This design comes from an exercise in tuning for small area, a short achievable clock period and few clock cycles per item on the open sky130 flow, not from production work. In this exercise RTL edits were held to simulation tests only and were not proved equivalent to the original. No activity file was given, so power comes from the tool's default toggle rates.

## magma_enc
module magma_enc(
    input  clk,
    input  rst,
    input  start,
    input  [255:0] key,
    input  [63:0] block_in,
    output ready,
    output reg valid,
    output [31:0] data,
    output [31:0] data_out
);
reg [3:0]  space[0:127];
initial begin
    $readmemh("table.hex", space);
end
reg [31:0] kr0, kr1, kr2, kr3, kr4, kr5, kr6, kr7;
reg [31:0] rk;
reg [31:0] a1, a0;
reg [4:0]  cnt;
reg        busy;
assign ready = !busy;
assign data_out = a0;
assign data     = a1;
wire [7:0]  gen, prop;
wire [31:0] t0, t1;
genvar n;
generate
    for (n = 0; n < 8; n = n + 1) begin : nib
        wire [3:0] x = a0[4*n+3:4*n];
        wire [3:0] k = rk[4*n+3:4*n];
        wire [3:0] gg = x & k;
        wire [3:0] tt = x | k;
        wire [3:0] pp = x ^ k;
        wire [3:0] s, s1;
        assign s[0]  = pp[0];
        assign s[1]  = pp[1] ^ gg[0];
        assign s[2]  = pp[2] ^ (gg[1] | tt[1] & x[0] & k[0]);
        assign s[3]  = pp[3] ^ (gg[2] | tt[2] & x[1] & k[1] | tt[2] & tt[1] & x[0] & k[0]);
        assign s1[0] = ~pp[0];
        assign s1[1] = pp[1] ^ tt[0];
        assign s1[2] = pp[2] ^ (gg[1] | tt[1] & (x[0] | k[0]));
        assign s1[3] = pp[3] ^ (gg[2] | tt[2] & x[1] & k[1] | tt[2] & tt[1] & (x[0] | k[0]));
        assign gen[n]  = gg[3] | tt[3] & gg[2] | tt[3] & tt[2] & gg[1] | tt[3] & tt[2] & tt[1] & gg[0];
        assign prop[n] = gg[3] | tt[3] & gg[2] | tt[3] & tt[2] & gg[1] | tt[3] & tt[2] & tt[1] & tt[0];
        assign t0[4*n+3:4*n] = space[{3'd7 - n[2:0], s}];
        assign t1[4*n+3:4*n] = space[{3'd7 - n[2:0], s1}];
    end
endgenerate
wire [7:0] cin;
assign cin[0] = 1'b0;
generate
    for (n = 1; n < 8; n = n + 1) begin : cy
        wire [n-1:0] term;
        genvar j;
        for (j = 0; j < n; j = j + 1) begin : tm
            if (j == n - 1) begin : last
                assign term[j] = gen[j];
            end else begin : mid
                assign term[j] = gen[j] & (&prop[n-1:j+1]);
            end
        end
        assign cin[n] = |term;
    end
endgenerate
  ...
Settings: LEC_CHECK=0, CAP_MARGIN=20, CORE_MARGIN=2, CORE_UTILIZATION=60, CTS_BUF_LIST=sky130_fd_sc_hd__clkbuf_4 sky130_fd_sc_hd__clkbuf_8, PLACE_DENSITY=0.7, SETUP_SLACK_MARGIN=3.5, SLEW_MARGIN=20; clock period 6.0 ns.
standard.sh (not shown) runs the stock make flow with config.mk's settings and CLKGATE_MAP_FILE= SYNTH_SCRIPT=/design/flow/synth_recipe.tcl, a recipe that flattens the netlist after the stock synthesis.
==> flow/flow/run.sh <==
#!/bin/bash
cp standard.sh standard_sh.txt
export BUFFER_PORTS_ARGS="-buffer_cell sky130_fd_sc_hd__buf_1"
bash standard.sh > standard.log 2>&1
The starting point produced a clean layout.
Testbench counts at the start, summed over its fixed seeds: cycles 25,344, items 768.
Next try:
Settings changed: CORE_UTILIZATION 60 to 40, CTS_BUF_LIST sky130_fd_sc_hd__clkbuf_4 sky130_fd_sc_hd__clkbuf_8 to not set, CTS_CLUSTER_DIAMETER set to 100, CTS_CLUSTER_SIZE set to 20, PLACE_DENSITY 0.7 to 0.6.
=> Count of clock-buffer cells in the layout goes down by 64. Worst hold slack gets better by 0.0064 ns. Sequential power barely changes. Final area goes down by about 2.5%.
Next try:
Settings changed: CTS_CLUSTER_DIAMETER 100 to 150, CTS_CLUSTER_SIZE 20 to 30.
The changed run produced a clean layout.
Combinational power is about the same.
Setup slack gets better by 0.064 ns.
Sequential cell count is unchanged.
Cell area fell slightly.
Die area is unchanged.
Next try:
Settings changed: CTS_CLUSTER_DIAMETER 150 to not set, CTS_CLUSTER_SIZE 30 to not set.
=>
- The changed run went through all stages and came out clean
- cell count rises by 2.0%
- synthesized cell count does not change
- global-route usage climbs by 0.31 points
- power came out higher by 12%
Next try:
Settings changed: SETUP_SLACK_MARGIN 3.5 to 4.0.
Result: The changed run finished with timing, DRC and antenna clean. Final cell count grows by 2.0%. Count of clock-buffer cells in the layout increases by 7. Global-route usage grows by 0.21 points. Non-clock buffer count went up by 52. Cell area goes up by 5.6%. Die area does not change. Utilization is higher by 3.0 points. Total power rises by 5.6%. Worst setup slack loses 0.11 ns. Clock skew rose by 0.0045 ns.

========
## harbor
The RTL this note starts from:
==> flow/design.v <==
module magma_enc(
    input  clk,
    input  rst,
    input  start,
    input  [255:0] key,
    input  [63:0] block_in,
    output ready,
    output reg valid,
    output [31:0] data,
    output [31:0] data_out
);
localparam [511:0] SB0 = 512'h1f307d8e9b5a264cf0db74e1c5a93286069c471edaf2853bb9e35a076f4d128cc24be390d618a5f70e34187bac296fd573ad0b4fc19652e82bc96af43850de71;
localparam [511:0] SB1 = 512'hc1f307d8e9b5a2646f0db74e1c5a9328b069c471edaf2853cb9e35a076f4d1287c24be390d618a5f50e34187bac296fd873ad0b4fc19652e12bc96af43850de7;
reg [31:0] kr0, kr1, kr2, kr3, kr4, kr5, kr6, kr7;
reg [31:0] rk;
reg [31:0] a1, a0;
reg [4:0]  cnt;
reg        busy;
assign ready = !busy;
assign data_out = a0;
assign data     = a1;
wire [7:0]  gen, prop;
wire [31:0] t0, t1;
genvar n;
generate
    for (n = 0; n < 8; n = n + 1) begin : nib
        wire [3:0] x = a0[4*n+3:4*n];
        wire [3:0] k = rk[4*n+3:4*n];
        wire [3:0] gg = x & k;
        wire [3:0] tt = x | k;
        wire [3:0] pp = x ^ k;
        wire [3:0] s;
        assign s[0]  = pp[0];
        assign s[1]  = pp[1] ^ gg[0];
        assign s[2]  = pp[2] ^ (gg[1] | tt[1] & x[0] & k[0]);
        assign s[3]  = pp[3] ^ (gg[2] | tt[2] & x[1] & k[1] | tt[2] & tt[1] & x[0] & k[0]);
        assign gen[n]  = gg[3] | tt[3] & gg[2] | tt[3] & tt[2] & gg[1] | tt[3] & tt[2] & tt[1] & gg[0];
        assign prop[n] = gg[3] | tt[3] & gg[2] | tt[3] & tt[2] & gg[1] | tt[3] & tt[2] & tt[1] & tt[0];
        wire [63:0] row  = SB0[64*(7-n) +: 64];
        wire [63:0] row1 = SB1[64*(7-n) +: 64];
        assign t0[4*n+3:4*n] = row[4*s +: 4];
        assign t1[4*n+3:4*n] = row1[4*s +: 4];
    end
endgenerate
wire [7:0] cin;
assign cin[0] = 1'b0;
generate
    for (n = 1; n < 8; n = n + 1) begin : cy
        wire [n-1:0] term;
        genvar j;
        for (j = 0; j < n; j = j + 1) begin : tm
            if (j == n - 1) begin : last
                assign term[j] = gen[j];
            end else begin : mid
                assign term[j] = gen[j] & (&prop[n-1:j+1]);
            end
        end
        assign cin[n] = |term;
    end
endgenerate
wire [31:0] a1r = {a1[10:0], a1[31:11]};
wire [31:0] blr = {block_in[10:0], block_in[31:11]};
wire [31:0] v0 = busy ? (a1r ^ t0) : blr;
wire [31:0] v1 = busy ? (a1r ^ t1) : blr;
wire [31:0] sbx;
generate
    for (n = 0; n < 8; n = n + 1) begin : sel
        assign sbx[4*n+3:4*n] = cin[n] ? v1[4*n+3:4*n] : v0[4*n+3:4*n];
    end
endgenerate
wire [31:0] a0_next = {sbx[20:0], sbx[31:21]};
reg [31:0] rk_next;
always @(*) begin
    if (cnt < 5'd23)
        rk_next = kr1;
    else
        case (cnt[1:0])
            2'd3: rk_next = kr0;    
            2'd0: rk_next = kr6;    
            2'd1: rk_next = kr4;    
            default: rk_next = kr2;  
        endcase
end
always @(posedge clk) begin
    if (!busy) begin
        kr0 <= key[255:224];
        kr1 <= key[223:192];
        kr2 <= key[191:160];
        kr3 <= key[159:128];
        kr4 <= key[127:96];
        kr5 <= key[95:64];
        kr6 <= key[63:32];
        kr7 <= key[31:0];
        rk  <= key[255:224];
        a1  <= block_in[63:32];
        cnt <= 5'd0;
    end else begin
        kr0 <= kr1;
        kr1 <= kr2;
        kr2 <= kr3;
        kr3 <= kr4;
        kr4 <= kr5;
        kr5 <= kr6;
        kr6 <= kr7;
        kr7 <= kr0;
        rk  <= rk_next;
        a1  <= a0;
        cnt <= cnt + 5'd1;
    end
end
always @(posedge clk) begin
    a0 <= a0_next;
end
always @(posedge clk) begin
    if (rst) begin
        busy  <= 1'b0;
        valid <= 1'b0;
    end else begin
        valid <= busy && (cnt == 5'd31);
        if (!busy)
            busy <= start;
        else if (cnt == 5'd31)
            busy <= 1'b0;
    end
end
endmodule
export LEC_CHECK = 0
export CAP_MARGIN = 20
export CORE_MARGIN = 2
export CORE_UTILIZATION = 55
export CTS_CLUSTER_DIAMETER = 100
export CTS_CLUSTER_SIZE = 24
export PLACE_DENSITY = 0.7
export SETUP_SLACK_MARGIN = 3.0
export SLEW_MARGIN = 20
create_clock -name core_clock -period 6.0 [get_ports {clk}]
Scripts as last shown in full above: flow/flow/run.sh
harbor finished end to end and its layout was clean on timing, DRC and antenna.
Testbench counts of harbor, summed over its fixed seeds: cycles 25,344, items 768.
> inputs changed (harbor -> nickel)
- SETUP_SLACK_MARGIN: 3.0 -> 3.3
Findings:
- nickel finished every stage and its layout cleared the timing, DRC and antenna checks.
- harbor -> nickel: total of clock buffers placed in the layout increased by a few percent
- The first-pass GRT wire length in nickel sits 1.3% above the value recorded for harbor.
- nickel -> harbor: register bit count reported by yosys delta 0, exact match
- In the final design statistics, nickel uses more standard cells in total than harbor.
- The highest metal layer with signal wires comes out met5 in one run and met4 in the other, namely in harbor and nickel respectively.
- Signed area change from the synthesized netlist to the final layout: nickel vs harbor up 3.6 points

========
## v57
// magma_enc: RTL as listed in full above, without the edits since
==> flow/config.mk <==
export PLATFORM = sky130hd
export DESIGN_NAME = magma_enc
export DESIGN_NICKNAME = magma_enc
export VERILOG_FILES = /design/flow/design.v
export SDC_FILE = /design/flow/constraint.sdc
export NUM_CORES = 4
export LEC_CHECK = 0
export CAP_MARGIN = 20
export CORE_MARGIN = 2
export CORE_UTILIZATION = 60
export CTS_CLUSTER_DIAMETER = 100
export CTS_CLUSTER_SIZE = 24
export PLACE_DENSITY = 0.75
export SETUP_SLACK_MARGIN = 3.2
export SLEW_MARGIN = 20
==> flow/constraint.sdc <==
create_clock -name core_clock -period 6.0 [get_ports {clk}]
set_input_delay 1.2000 -clock core_clock [delete_from_list [all_inputs] [get_ports {clk}]]
set_output_delay 1.2000 -clock core_clock [all_outputs]
set_load 0.01 [all_outputs]
Scripts as last shown in full above: flow/flow/run.sh
In summary, v57 completed successfully, with a layout that passed the timing, DRC and antenna checks.
Testbench counts of v57, summed over its fixed seeds: cycles 25,344, items 768.
Here is what was changed in the inputs of v32 compared with v57.
# v57
export LEC_CHECK = 0
export CAP_MARGIN = 20
export CORE_MARGIN = 2
export CORE_UTILIZATION = 60
export CTS_CLUSTER_DIAMETER = 100
export CTS_CLUSTER_SIZE = 24
export PLACE_DENSITY = 0.75
export SETUP_SLACK_MARGIN = 3.2
export SLEW_MARGIN = 20
create_clock -name core_clock -period 6.0 [get_ports {clk}]
# v32
export LEC_CHECK = 0
export ABC_AREA = 1
export CAP_MARGIN = 20
export CORE_MARGIN = 2
export CORE_UTILIZATION = 55
export CTS_CLUSTER_DIAMETER = 110
export CTS_CLUSTER_SIZE = 28
export PLACE_DENSITY = 0.7
export SETUP_SLACK_MARGIN = 4.1
export SLEW_MARGIN = 20
create_clock -name core_clock -period 6.0 [get_ports {clk}]
==> run summary <==
Each of the runs, namely v57 and v32, reached the end of the flow and came out clean. What v32 reported for area after synthesis has to be multiplied by 0.922 to get the figure for v57. Diff v57 -> v32: fraction of area in multi-input gates went down by 0.31 points, first-iteration DRC count now larger. v32 vs. v57: vias per cell down about 3.4%; filler cell count in the final layout up 573. When v32 is measured against v57, its instance count of the mapped netlist turns out 1,166 higher. v32 vs v57, routed wire length went up by about 40%. Floorplan check, v32 vs v57: die outline larger in v32.
Inputs modified between v32 and v3:
# v32
export LEC_CHECK = 0
export ABC_AREA = 1
export CAP_MARGIN = 20
export CORE_MARGIN = 2
export CORE_UTILIZATION = 55
export CTS_CLUSTER_DIAMETER = 110
export CTS_CLUSTER_SIZE = 28
export PLACE_DENSITY = 0.7
export SETUP_SLACK_MARGIN = 4.1
export SLEW_MARGIN = 20
create_clock -name core_clock -period 6.0 [get_ports {clk}]
# v3
export LEC_CHECK = 0
export CAP_MARGIN = 20
export CORE_MARGIN = 2
export CORE_UTILIZATION = 55
export CTS_CLUSTER_DIAMETER = 110
export CTS_CLUSTER_SIZE = 28
export PLACE_DENSITY = 0.7
export SETUP_SLACK_MARGIN = 3.2
export SLEW_MARGIN = 20
create_clock -name core_clock -period 6.0 [get_ports {clk}]
Results
Delta (v3 minus v32): global-route usage has decreased; reported net switching power moved down; combinational power moved down. Summary of v3 over v32: post-CTS resize count moved down, number of clock buffers in the layout moved up, post-layout worst setup margin moved down. Looking at net count after synthesis across v3 and v32, the one that comes out higher is v32. When v3 is measured against v32, its clock network fraction of total power turns out 1.2 points higher. v3 does better than v32 on total via count after detailed routing.
The following lists how v20 was set up differently from v3:
# v3
export LEC_CHECK = 0
export CAP_MARGIN = 20
export CORE_MARGIN = 2
export CORE_UTILIZATION = 55
export CTS_CLUSTER_DIAMETER = 110
export CTS_CLUSTER_SIZE = 28
export PLACE_DENSITY = 0.7
export SETUP_SLACK_MARGIN = 3.2
export SLEW_MARGIN = 20
create_clock -name core_clock -period 6.0 [get_ports {clk}]
# v20
export LEC_CHECK = 0
export ABC_AREA = 1
export CAP_MARGIN = 20
export CORE_MARGIN = 2
export CORE_UTILIZATION = 55
export CTS_CLUSTER_DIAMETER = 110
export CTS_CLUSTER_SIZE = 28
export PLACE_DENSITY = 0.7
export SETUP_SLACK_MARGIN = 3.5
export SLEW_MARGIN = 20
create_clock -name core_clock -period 6.0 [get_ports {clk}]
Findings:
The power drawn by the sequential cells of v20 falls short of that of v3 by about 2%. v20 — initial antenna violation count 1 higher, v3 as reference. The total area of multi-input combinational cells in v3 is 0.943 times that in v20. v20 against v3; post-detailed-placement cell area is up by a few percent. Against v3, v20 comes in 25 lower on number of distinct library cell variants in the gate-level netlist after synthesis. Cmp v3 and v20 / post-cts resize count / lower: v20. A main combinational cell family by area after synthesis of simple AND/OR/NAND/NOR gates is what v20 shows, while multiplexers belongs to v3.
#### Input delta (v36 over v20)
# v20
export LEC_CHECK = 0
export ABC_AREA = 1
export CAP_MARGIN = 20
export CORE_MARGIN = 2
export CORE_UTILIZATION = 55
export CTS_CLUSTER_DIAMETER = 110
export CTS_CLUSTER_SIZE = 28
export PLACE_DENSITY = 0.7
export SETUP_SLACK_MARGIN = 3.5
export SLEW_MARGIN = 20
create_clock -name core_clock -period 6.0 [get_ports {clk}]
# v36
export LEC_CHECK = 0
export ABC_AREA = 1
export CAP_MARGIN = 20
export CORE_MARGIN = 2
export CORE_UTILIZATION = 60
export CTS_CLUSTER_DIAMETER = 100
export CTS_CLUSTER_SIZE = 24
export PLACE_DENSITY = 0.75
export SETUP_SLACK_MARGIN = 3.65
export SLEW_MARGIN = 20
create_clock -name core_clock -period 6.0 [get_ports {clk}]
==> comparison <==
When v36 is measured against v20, its post-route minimum period turns out 0.096 ns lower. For fraction of area in registers, v20 and v36 come out practically identical. Via count normalized by instance count: v36 vs v20 up 0.095. v20 -> v36: power per cell area increased slightly. Flip-flop and latch count: v36 vs v20 identical. Between v20 and v36, measured slew at the worst slew-check pin decreased. Compared with v20, total power in v36 increased slightly.
#### Input delta (v1 over v36)
# v36
export LEC_CHECK = 0
export ABC_AREA = 1
export CAP_MARGIN = 20
export CORE_MARGIN = 2
export CORE_UTILIZATION = 60
export CTS_CLUSTER_DIAMETER = 100
export CTS_CLUSTER_SIZE = 24
export PLACE_DENSITY = 0.75
export SETUP_SLACK_MARGIN = 3.65
export SLEW_MARGIN = 20
create_clock -name core_clock -period 6.0 [get_ports {clk}]
# v1
export LEC_CHECK = 0
export CAP_MARGIN = 20
export CORE_MARGIN = 2
export CORE_UTILIZATION = 55
export CTS_CLUSTER_DIAMETER = 100
export CTS_CLUSTER_SIZE = 24
export PLACE_DENSITY = 0.7
export SETUP_SLACK_MARGIN = 3.5
export SLEW_MARGIN = 20
create_clock -name core_clock -period 6.0 [get_ports {clk}]
==> run summary <==
v1 did not stop at any stage, and its layout met the timing, DRC and antenna checks. Of the two values seen for dominant combinational cell family by area after synthesis, multiplexers was produced by v1 and simple AND/OR/NAND/NOR gates by v36. v36 and v1 ended up with roughly the same clock network contribution to total cell area. v1: well tap count is 1.5% higher than what v36 reported. v36 -> v1: non-clock inverter instance count of the final layout decreased by more than a quarter. v36 ended up with nand2_1 as its most common cell after layout, fill and taps aside; v1 ended up with buf_1. Power (v36 / v1): 0.809. Re cell count: v36 was higher than v1. In the tables for v36 and v1, insertion delay to the later sink of the worst-skew pair reads higher with v1. Final-layout fill cell count for v1: 291 down relative to v36.

## what the ideal ports hide
How much do the figures lean on ideal ports? The routed layouts below were timed once more, with nothing changed but the port constraints. Step 1 assumes that a clkbuf_16 drives the clock port and a buf_2 every other input. Step 2 times the ports against the registers' clock, not the clock port: input delays grow and output delays shrink by t, the midpoint of the rising clock arrivals with the driver on. a / b / c = ideal / step 1 / step 2; a / b = the first two.
| run | t (ns) | setup WS [ns] | worst setup path after step 2 | worst register clock-pin slew, ns | cell pins on the clock port's net |
|---|---|---|---|---|---|
| the first run of note 1 | 0.656 | 3.323 / 3.323 / 3.323 | register to register | 0.07 / 0.07 | 1 |
| the second run of note 1 | 0.621 | 3.229 / 3.229 / 3.229 | register to register | 0.09 / 0.09 | 1 |
| the third run of note 1 | 0.589 | 3.293 / 3.293 / 3.293 | register to register | 0.12 / 0.12 | 1 |
| the fourth run of note 1 | 0.606 | 3.361 / 3.361 / 3.361 | register to register | 0.06 / 0.06 | 1 |
| the fifth run of note 1 | 0.613 | 3.252 / 3.252 / 3.252 | register to register | 0.06 / 0.06 | 1 |
| harbor | 0.576 | 3.085 / 3.085 / 3.085 | register to register | 0.10 / 0.10 | 1 |
| nickel | 0.571 | 3.162 / 3.162 / 3.162 | register to register | 0.10 / 0.10 | 1 |
| v57 | 0.564 | 3.149 / 3.149 / 3.149 | register to register | 0.11 / 0.11 | 1 |
| v32 | 0.575 | 3.683 / 3.629 / 3.795 | register to register | 0.11 / 0.11 | 1 |
| v3 | 0.564 | 3.190 / 3.138 / 3.195 | register to register | 0.11 / 0.11 | 1 |
| v20 | 0.560 | 3.557 / 3.506 / 3.634 | register to register | 0.11 / 0.11 | 1 |
| v36 | 0.559 | 3.653 / 3.602 / 3.761 | register to register | 0.11 / 0.11 | 1 |
| v1 | 0.589 | 3.107 / 3.107 / 3.107 | register to register | 0.10 / 0.10 | 1 |
After both steps setup and hold are still met in every run listed.
